This is an optimization exercise on Yosys and OpenROAD, whose aim is small area and a short achievable clock period, not a production implementation.
RTL that was checked went through simulation tests only; none was proved equivalent to the original.
Power is estimated from default activity; no workload was simulated.

==> run a <==
==> flow/design.v (excerpt) <==
module mipspipelined
(
	input clk, reset, accdone,
	input [31:0] instrF,
	input [31:0] readdataM,
	output memwriteM,
	output [31:0] pcF,
	output [31:0] aluoutM,
	output [31:0] writedataM,
	output accbypassA,
	output [31:0] fullinstructionA,
	output [31:0] startaddrA,
	output [31:0] datasizeA
);
clock: 10.0 ns
lec_check: 0
cap_margin: 20
core_margin: 2
core_utilization: 40
slew_margin: 20
standard.sh (not shown) runs the stock make flow with config.mk's settings and CLKGATE_MAP_FILE= SYNTH_SCRIPT=/design/flow/synth_recipe.tcl, a recipe that flattens the netlist after the stock synthesis.
==> flow/flow/run.sh <==
#!/bin/bash
# The standard ORFS layout (standard.sh) with these changes:
#  - ports are buffered with buf_2 instead of the default delay buffer
#  - CTS does not insert dummy loads
set -euo pipefail
bash standard.sh \
  SETUP_SLACK_MARGIN=7 \
  "BUFFER_PORTS_ARGS=-buffer_cell sky130_fd_sc_hd__buf_2" \
  "CTS_ARGS=-sink_clustering_enable -repair_clock_nets -dont_use_dummy_load" \
  finish > standard_make.log 2>&1
==> run b: changes against run a <==
--- a/flow/design.v
+++ b/flow/design.v
@@ -8,20 +8,21 @@
 	output [31:0] aluoutM,
 	output [31:0] writedataM,
 	output accbypassA,
 	output [31:0] fullinstructionA,
 	output [31:0] startaddrA,
 	output [31:0] datasizeA
 );
 	reg [31:2] pc;
-	reg [31:0] instrD;           
-	reg        validD;           
-	reg [31:0] selA, selB;       
+	reg [31:11] instrDh;
+	reg [10:0]  instrDl;
+	wire [31:0] instrD = {instrDh, instrDl};
 	reg        accq;             
+	reg [25:0] acccmd;           
 	reg [1:0]  acccount;
 	reg        accbypassA_r;
 	reg [31:0] srcaE, srcbE;
 	reg [15:0] immE;
 	reg [4:0]  writeregE;
 	reg        regwriteE, memtoregE, memwriteE, alusrcE, lsaE, ldsE;
 	reg [2:0]  alucE;
 	reg        fwdAE, fwdBE;     
@@ -34,21 +35,21 @@
 	reg [31:0] rf [1:31];
 	assign pcF = {pc, 2'b00};
 	assign aluoutM = aluoutM_r;
 	assign writedataM = writedataM_r;
 	assign memwriteM = memwriteM_r;
 	assign startaddrA = startaddr;
 	assign datasizeA = datasize;
 	assign accbypassA = accbypassA_r;
-	assign fullinstructionA = {32{accbypassA_r}} & {6'b111111, instrD[25:0]};
-	wire [5:0] opD = instrD[31:26] & {6{validD}};
-	wire [4:0] rsD = instrD[25:21] & {5{validD}};
-	wire [4:0] rtD = instrD[20:16] & {5{validD}};
-	wire [4:0] rdD = instrD[15:11] & {5{validD}};
+	assign fullinstructionA = {32{accbypassA_r}} & {6'b111111, acccmd};
+	wire [5:0] opD = instrD[31:26];
+	wire [4:0] rsD = instrD[25:21];
+	wire [4:0] rtD = instrD[20:16];
+	wire [4:0] rdD = instrD[15:11];
 	wire [5:0] functD = instrD[5:0];
 	wire isR   = opD == 6'b000000;
 	wire isADDI= opD == 6'b001000;
 	wire isLW  = opD == 6'b100011;
 	wire isSW  = opD == 6'b101011;
 	wire isBEQ = opD == 6'b000100;
 	wire isJ   = opD == 6'b000010;
 	wire isLSA = opD == 6'b111110;
@@ -63,73 +64,60 @@
 		if (!isR) alucD = 3'b010;
 		else case (functD)
 			6'b100010: alucD = 3'b110;
 			6'b100100: alucD = 3'b000;
 			6'b100101: alucD = 3'b001;
 			6'b101010: alucD = 3'b111;
 			default:   alucD = 3'b010;
 		endcase
-	reg [31:0] rd1, rd2, srcaD, srcbD;
-	integer k;
-	always @(*) begin
-		rd1 = 0;
-		rd2 = 0;
-		for (k = 1; k < 32; k = k + 1) begin
-			rd1 = rd1 | ({32{selA[k]}} & rf[k]);
-			rd2 = rd2 | ({32{selB[k]}} & rf[k]);
-		end
-		srcaD = rd1 | ({32{selA[0]}} & aluoutM_r);
-		srcbD = rd2 | ({32{selB[0]}} & aluoutM_r);
-	end
+	wire [31:0] rd1 = (rsD == 5'd0) ? 32'd0 : rf[rsD];
+	wire [31:0] rd2 = (rtD == 5'd0) ? 32'd0 : rf[rtD];
+	wire fwdAD = (rsD != 5'd0) & (rsD == writeregM) & regwriteM;
+	wire fwdBD = (rtD != 5'd0) & (rtD == writeregM) & regwriteM;
+	wire [31:0] srcaD = fwdAD ? aluoutM_r : rd1;
+	wire [31:0] srcbD = fwdBD ? aluoutM_r : rd2;
 	wire equalD = srcaD == srcbD;
 	wire pcsrcD = isBEQ & equalD;
 	wire lwstall = ((rsD == writeregE) | (rtD == writeregE)) & memtoregE;
 	wire branchstall = isBEQ & ((((rsD == writeregE) | (rtD == writeregE)) & regwriteE) |
 	                            (((rsD == writeregM) | (rtD == writeregM)) & memtoregM));
 	wire stall = lwstall | branchstall;
 	wire accb = ~reset & ~accdone & (isACC | accq);
 	wire flushD = isJ | pcsrcD | accb;
 	wire [31:2] pcplus1 = pc + 30'd1;
 	wire [31:2] pcbranch = pc + {{14{instrD[15]}}, instrD[15:0]};
 	wire [31:2] pcjump = {pc[31:28], instrD[25:0]};
-	wire        hold = stall | accb;
-	wire [31:2] pcseq = hold ? pc : isJ ? pcjump : pcplus1;
-	wire        takebranch = pcsrcD & ~hold;
 	always @(posedge clk, posedge reset)
 		if (reset) pc <= 0;
-		else pc <= takebranch ? pcbranch : pcseq;
+		else if (!(stall | accb))
+			pc <= isJ ? pcjump : pcsrcD ? pcbranch : pcplus1;
 	always @(posedge clk, posedge reset)
-		if (reset) validD <= 0;
-		else validD <= ~flushD & (validD | ~stall);
+		if (reset) instrDh <= 0;
+		else if (flushD) instrDh <= 0;
+		else if (!stall) instrDh <= instrF[31:11];
 	always @(posedge clk)
-		if (!(stall | accb)) instrD <= instrF;
-	wire [4:0] rsN = stall ? rsD : instrF[25:21];
-	wire [4:0] rtN = stall ? rtD : instrF[20:16];
-	wire fwdAN = (rsN != 5'd0) & (rsN == writeregE) & regwriteE;
-	wire fwdBN = (rtN != 5'd0) & (rtN == writeregE) & regwriteE;
-	always @(posedge clk)
-		for (k = 0; k < 32; k = k + 1) begin
-			selA[k] <= (k == 0) ? fwdAN : ~fwdAN & (rsN == k);
-			selB[k] <= (k == 0) ? fwdBN : ~fwdBN & (rtN == k);
-		end
+		if (!stall) instrDl <= instrF[10:0];
 	always @(posedge clk) begin
 		accq <= accb;
+		if (!accq) acccmd <= instrD[25:0];
 		if (!accb) begin
 			acccount <= 0;
 			accbypassA_r <= 0;
 		end else begin
 			if (acccount != 2'b11) acccount <= acccount + 2'd1;
 			accbypassA_r <= acccount == 2'b11;
 		end
 	end
 	wire [31:0] resultM = memtoregM ? readdataM : aluoutM_r;
+	wire fwdWa = (rsD != 5'd0) & (rsD == writeregM) & regwriteM;
+	wire fwdWb = (rtD != 5'd0) & (rtD == writeregM) & regwriteM;
 	always @(posedge clk) begin
-		srcaE <= selA[0] ? resultM : rd1;
-		srcbE <= selB[0] ? resultM : rd2;
+		srcaE <= fwdWa ? resultM : rd1;
+		srcbE <= fwdWb ? resultM : rd2;
 		immE <= instrD[15:0];
 		writeregE <= writeregD;
 		alusrcE <= alusrcD;
 		alucE <= alucD;
 		fwdAE <= (rsD != 5'd0) & (rsD == writeregE) & regwriteE;
 		fwdBE <= (rtD != 5'd0) & (rtD == writeregE) & regwriteE;
 	end
 	always @(posedge clk, posedge reset)
==> flow/run.sh (new file) <==
#!/bin/bash
# synth_recipe.tcl (not shown) runs the flow's synth.tcl, then flattens the netlist and writes it again
# the make line also repeats each setting of config.mk as NAME=value (left out here)
make -C /OpenROAD-flow-scripts/flow DESIGN_CONFIG=/design/flow/config.mk WORK_HOME=/design/flow/orfs CLKGATE_MAP_FILE= SYNTH_SCRIPT=/design/flow/synth_recipe.tcl finish
removed: flow/flow/run.sh
removed: flow/standard.sh
==> run c: changes against run a <==
--- a/flow/design.v
+++ b/flow/design.v
@@ -14,37 +14,39 @@
 );
 	reg [31:2] pc;
 	reg [31:0] instrD;           
 	reg        validD;           
 	reg [31:0] selA, selB;       
 	reg        accq;             
 	reg [1:0]  acccount;
 	reg        accbypassA_r;
+	reg [25:0] fiA;              
 	reg [31:0] srcaE, srcbE;
-	reg [15:0] immE;
+	reg [31:0] bE;               
 	reg [4:0]  writeregE;
-	reg        regwriteE, memtoregE, memwriteE, alusrcE, lsaE, ldsE;
-	reg [2:0]  alucE;
+	reg        regwriteE, memtoregE, memwriteE, lsaE, ldsE;
+	reg        subE, andE, orE, sumE, sltE;    
+	reg        fwdBaluE;         
 	reg        fwdAE, fwdBE;     
 	reg [31:0] aluoutM_r, writedataM_r;
 	reg [4:0]  writeregM;
 	reg        regwriteM, memtoregM, memwriteM_r, lsaM, ldsM;
 	reg [31:0] ldW;
 	reg        lsaW, ldsW;
 	reg [31:0] startaddr, datasize;
 	reg [31:0] rf [1:31];
 	assign pcF = {pc, 2'b00};
 	assign aluoutM = aluoutM_r;
 	assign writedataM = writedataM_r;
 	assign memwriteM = memwriteM_r;
 	assign startaddrA = startaddr;
 	assign datasizeA = datasize;
 	assign accbypassA = accbypassA_r;
-	assign fullinstructionA = {32{accbypassA_r}} & {6'b111111, instrD[25:0]};
+	assign fullinstructionA = {{6{accbypassA_r}}, fiA};
 	wire [5:0] opD = instrD[31:26] & {6{validD}};
 	wire [4:0] rsD = instrD[25:21] & {5{validD}};
 	wire [4:0] rtD = instrD[20:16] & {5{validD}};
 	wire [4:0] rdD = instrD[15:11] & {5{validD}};
 	wire [5:0] functD = instrD[5:0];
 	wire isR   = opD == 6'b000000;
 	wire isADDI= opD == 6'b001000;
 	wire isLW  = opD == 6'b100011;
@@ -83,17 +85,22 @@
 	wire equalD = srcaD == srcbD;
 	wire pcsrcD = isBEQ & equalD;
 	wire lwstall = ((rsD == writeregE) | (rtD == writeregE)) & memtoregE;
 	wire branchstall = isBEQ & ((((rsD == writeregE) | (rtD == writeregE)) & regwriteE) |
 	                            (((rsD == writeregM) | (rtD == writeregM)) & memtoregM));
 	wire stall = lwstall | branchstall;
 	wire accb = ~reset & ~accdone & (isACC | accq);
 	wire flushD = isJ | pcsrcD | accb;
-	wire [31:2] pcplus1 = pc + 30'd1;
+	wire [29:0] a1 = pc & ((pc << 1) | 30'h1);
+	wire [29:0] a2 = a1 & ((a1 << 2) | 30'h3);
+	wire [29:0] a3 = a2 & ((a2 << 4) | 30'hf);
+	wire [29:0] a4 = a3 & ((a3 << 8) | 30'hff);
+	wire [29:0] a5 = a4 & ((a4 << 16) | 30'hffff);
+	wire [31:2] pcplus1 = pc ^ {a5[28:0], 1'b1};
 	wire [31:2] pcbranch = pc + {{14{instrD[15]}}, instrD[15:0]};
 	wire [31:2] pcjump = {pc[31:28], instrD[25:0]};
 	wire        hold = stall | accb;
 	wire [31:2] pcseq = hold ? pc : isJ ? pcjump : pcplus1;
 	wire        takebranch = pcsrcD & ~hold;
 	always @(posedge clk, posedge reset)
 		if (reset) pc <= 0;
 		else pc <= takebranch ? pcbranch : pcseq;
@@ -111,29 +118,36 @@
 			selA[k] <= (k == 0) ? fwdAN : ~fwdAN & (rsN == k);
 			selB[k] <= (k == 0) ? fwdBN : ~fwdBN & (rtN == k);
 		end
 	always @(posedge clk) begin
 		accq <= accb;
 		if (!accb) begin
 			acccount <= 0;
 			accbypassA_r <= 0;
+			fiA <= 0;
 		end else begin
 			if (acccount != 2'b11) acccount <= acccount + 2'd1;
 			accbypassA_r <= acccount == 2'b11;
+			fiA <= (acccount == 2'b11) ? instrD[25:0] : 26'd0;
 		end
 	end
 	wire [31:0] resultM = memtoregM ? readdataM : aluoutM_r;
 	always @(posedge clk) begin
-		srcaE <= selA[0] ? resultM : rd1;
-		srcbE <= selB[0] ? resultM : rd2;
-		immE <= instrD[15:0];
+		srcaE <= rd1 | ({32{selA[0]}} & resultM);
+		srcbE <= rd2 | ({32{selB[0]}} & resultM);
+		bE <= alusrcD ? {{16{instrD[15]}}, instrD[15:0]} :
+		      (rd2 | ({32{selB[0]}} & resultM)) ^ {32{alucD[2]}};
+		fwdBaluE <= ~alusrcD & (rtD != 5'd0) & (rtD == writeregE) & regwriteE;
 		writeregE <= writeregD;
-		alusrcE <= alusrcD;
-		alucE <= alucD;
+		subE <= alucD[2];
+		andE <= alucD[1:0] == 2'b00;
+		orE  <= alucD[1:0] == 2'b01;
+		sumE <= alucD[1:0] == 2'b10;
+		sltE <= alucD[1:0] == 2'b11;
 		fwdAE <= (rsD != 5'd0) & (rsD == writeregE) & regwriteE;
 		fwdBE <= (rtD != 5'd0) & (rtD == writeregE) & regwriteE;
 	end
 	always @(posedge clk, posedge reset)
 		if (reset) begin
 			regwriteE <= 0; memtoregE <= 0; memwriteE <= 0; lsaE <= 0; ldsE <= 0;
 		end else if (stall) begin
 			regwriteE <= 0; memtoregE <= 0; memwriteE <= 0; lsaE <= 0; ldsE <= 0;
@@ -141,27 +155,31 @@
 			regwriteE <= regwriteD;
 			memtoregE <= memtoregD;
 			memwriteE <= isSW;
 			lsaE <= isLSA;
 			ldsE <= isLDS;
 		end
 	wire [31:0] srca2E = fwdAE ? aluoutM_r : srcaE;
 	wire [31:0] srcb2E = fwdBE ? aluoutM_r : srcbE;
-	wire [31:0] srcb3E = alusrcE ? {{16{immE[15]}}, immE} : srcb2E;
-	wire [31:0] bb = alucE[2] ? ~srcb3E : srcb3E;
-	wire [31:0] sum = srca2E + bb + {31'd0, alucE[2]};
-	reg  [31:0] aluoutE;
-	always @(*)
-		case (alucE[1:0])
-			2'b00: aluoutE = srca2E & srcb3E;
-			2'b01: aluoutE = srca2E | srcb3E;
-			2'b10: aluoutE = sum;
-			2'b11: aluoutE = {31'd0, sum[31]};
-		endcase
+	wire [31:0] bb = fwdBaluE ? aluoutM_r ^ {32{subE}} : bE;
+	wire [31:0] pg0 = srca2E ^ bb;
+	wire [31:0] gg0 = (srca2E & bb) | {31'd0, pg0[0] & subE};
+	wire [31:0] g1 = gg0 | (pg0 & (gg0 << 1));
+	wire [31:0] p1 = pg0 & ((pg0 << 1) | 32'h1);
+	wire [31:0] g2 = g1 | (p1 & (g1 << 2));
+	wire [31:0] p2 = p1 & ((p1 << 2) | 32'h3);
+	wire [31:0] g3 = g2 | (p2 & (g2 << 4));
+	wire [31:0] p3 = p2 & ((p2 << 4) | 32'hf);
+	wire [31:0] g4 = g3 | (p3 & (g3 << 8));
+	wire [31:0] p4 = p3 & ((p3 << 8) | 32'hff);
+	wire [31:0] g5 = g4 | (p4 & (g4 << 16));
+	wire [31:0] sum = pg0 ^ {g5[30:0], subE};
+	wire [31:0] aluoutE = ({32{andE}} & (srca2E & bb)) | ({32{orE}} & (srca2E | bb)) |
+	                      ({32{sumE}} & sum) | {31'd0, sltE & sum[31]};
 	always @(posedge clk) begin
 		aluoutM_r <= aluoutE;
 		writedataM_r <= srcb2E;
 		writeregM <= writeregE;
 	end
 	always @(posedge clk, posedge reset)
 		if (reset) begin
 			regwriteM <= 0; memtoregM <= 0; memwriteM_r <= 0; lsaM <= 0; ldsM <= 0;
==> flow/flow/run.sh (replaced) <==
#!/bin/bash
# The standard ORFS layout (standard.sh) with these changes:
#  - ports are buffered with buf_2 instead of the default delay buffer
#  - CTS uses sink clusters of up to 16 and no dummy loads
set -euo pipefail
bash standard.sh \
  SETUP_SLACK_MARGIN=7 \
  TNS_END_PERCENT=5 \
  "BUFFER_PORTS_ARGS=-buffer_cell sky130_fd_sc_hd__buf_2" \
  "CTS_ARGS=-sink_clustering_enable -repair_clock_nets -dont_use_dummy_load -buf_list sky130_fd_sc_hd__clkbuf_16 -sink_clustering_size 16 -sink_clustering_max_diameter 60" \
  finish > standard_make.log 2>&1
==> qor summary <==
quantity                                                     run a       run c       run b
Outcome                                   timing/DRC/antenna clean  timing/DRC/antenna clean  timing/DRC/antenna clean
Hold path startpoint                                          lsaE        lsaM        ldsE
Clock latency (worst-skew pair)                            0.81 ns     0.80 ns     0.85 ns
Global router's overall resource usage                       36.1%       37.3%       39.9%
Highest Clock Rate                                         242 MHz     235 MHz     108 MHz
Sequential standard cell area                            39000 µm²   39700 µm²   38000 µm²
Worst slack at placement                                   4.70 ns     4.97 ns     1.08 ns
Warning count from the yosys run                                 2           2          34
Worst Reg2Reg Path Length in Cells                              14          14          26
Register-to-register setup slack                           5.87 ns     5.74 ns     0.75 ns
Power density relative to cell area                     214 nW/µm²  208 nW/µm²  216 nW/µm²
Xor/xnor cell area share of the yosys netlist                1.98%       2.32%       1.40%
Signal buf overhead                                          9.42%       6.95%       6.45%
Vias per Instance                                             7.20        7.43        7.33
Mean instance size in the synthesized netlist             13.1 µm²    13.0 µm²    11.9 µm²
Static leakage power                                       26.4 nW     25.7 nW     29.7 nW
Part of the power in registers                               46.7%       51.8%       45.2%
Placed cell count                                             6690        6884        7527
Multiplexer area fraction after synthesis                    3.77%       3.50%       3.41%
P_int                                                      11.2 mW     10.3 mW     11.2 mW
Multi-input logic area                                   22300 µm²   21900 µm²   24200 µm²
Number of unique standard cell types used by synthesis          87          76          91
No functional check of the RTL was part of run a and run b.

-- afterwards: timing with drivers on the ports --
In the flow no input, the clock included, has a driving cell. The finished layouts below were timed again as built, in two steps.
Step 1 (the two cells are an assumption about what drives the block):
set clk [get_ports {clk}]
set_driving_cell -lib_cell sky130_fd_sc_hd__clkbuf_16 $clk
set_driving_cell -lib_cell sky130_fd_sc_hd__buf_2 [delete_from_list [all_inputs] $clk]
Step 2, shift: input delay + t, output delay - t, t = (earliest + latest rising clock arrival at the registers) / 2. This alone moves slack from input paths to output paths.
Three values: ideal ports, drivers, drivers and shift; two values: the first two.
| run | t (ns) | setup WS [ns] | hold WS [ns] | worst setup path after step 2 | latest minus earliest clock arrival (ns) |
|---|---|---|---|---|---|
| run a | 0.851 | 5.874 / 5.874 / 5.874 | 0.342 / 0.342 / 0.342 | register to register | 0.098 / 0.099 |
| run b | 0.911 | 0.746 / 0.746 / 0.746 | 0.350 / 0.350 / 0.350 | register to register | 0.041 / 0.042 |
| run c | 0.841 | 5.739 / 5.739 / 5.739 | 0.350 / 0.350 / 0.350 | register to register | 0.101 / 0.102 |
After both steps setup and hold are still met in every run listed.
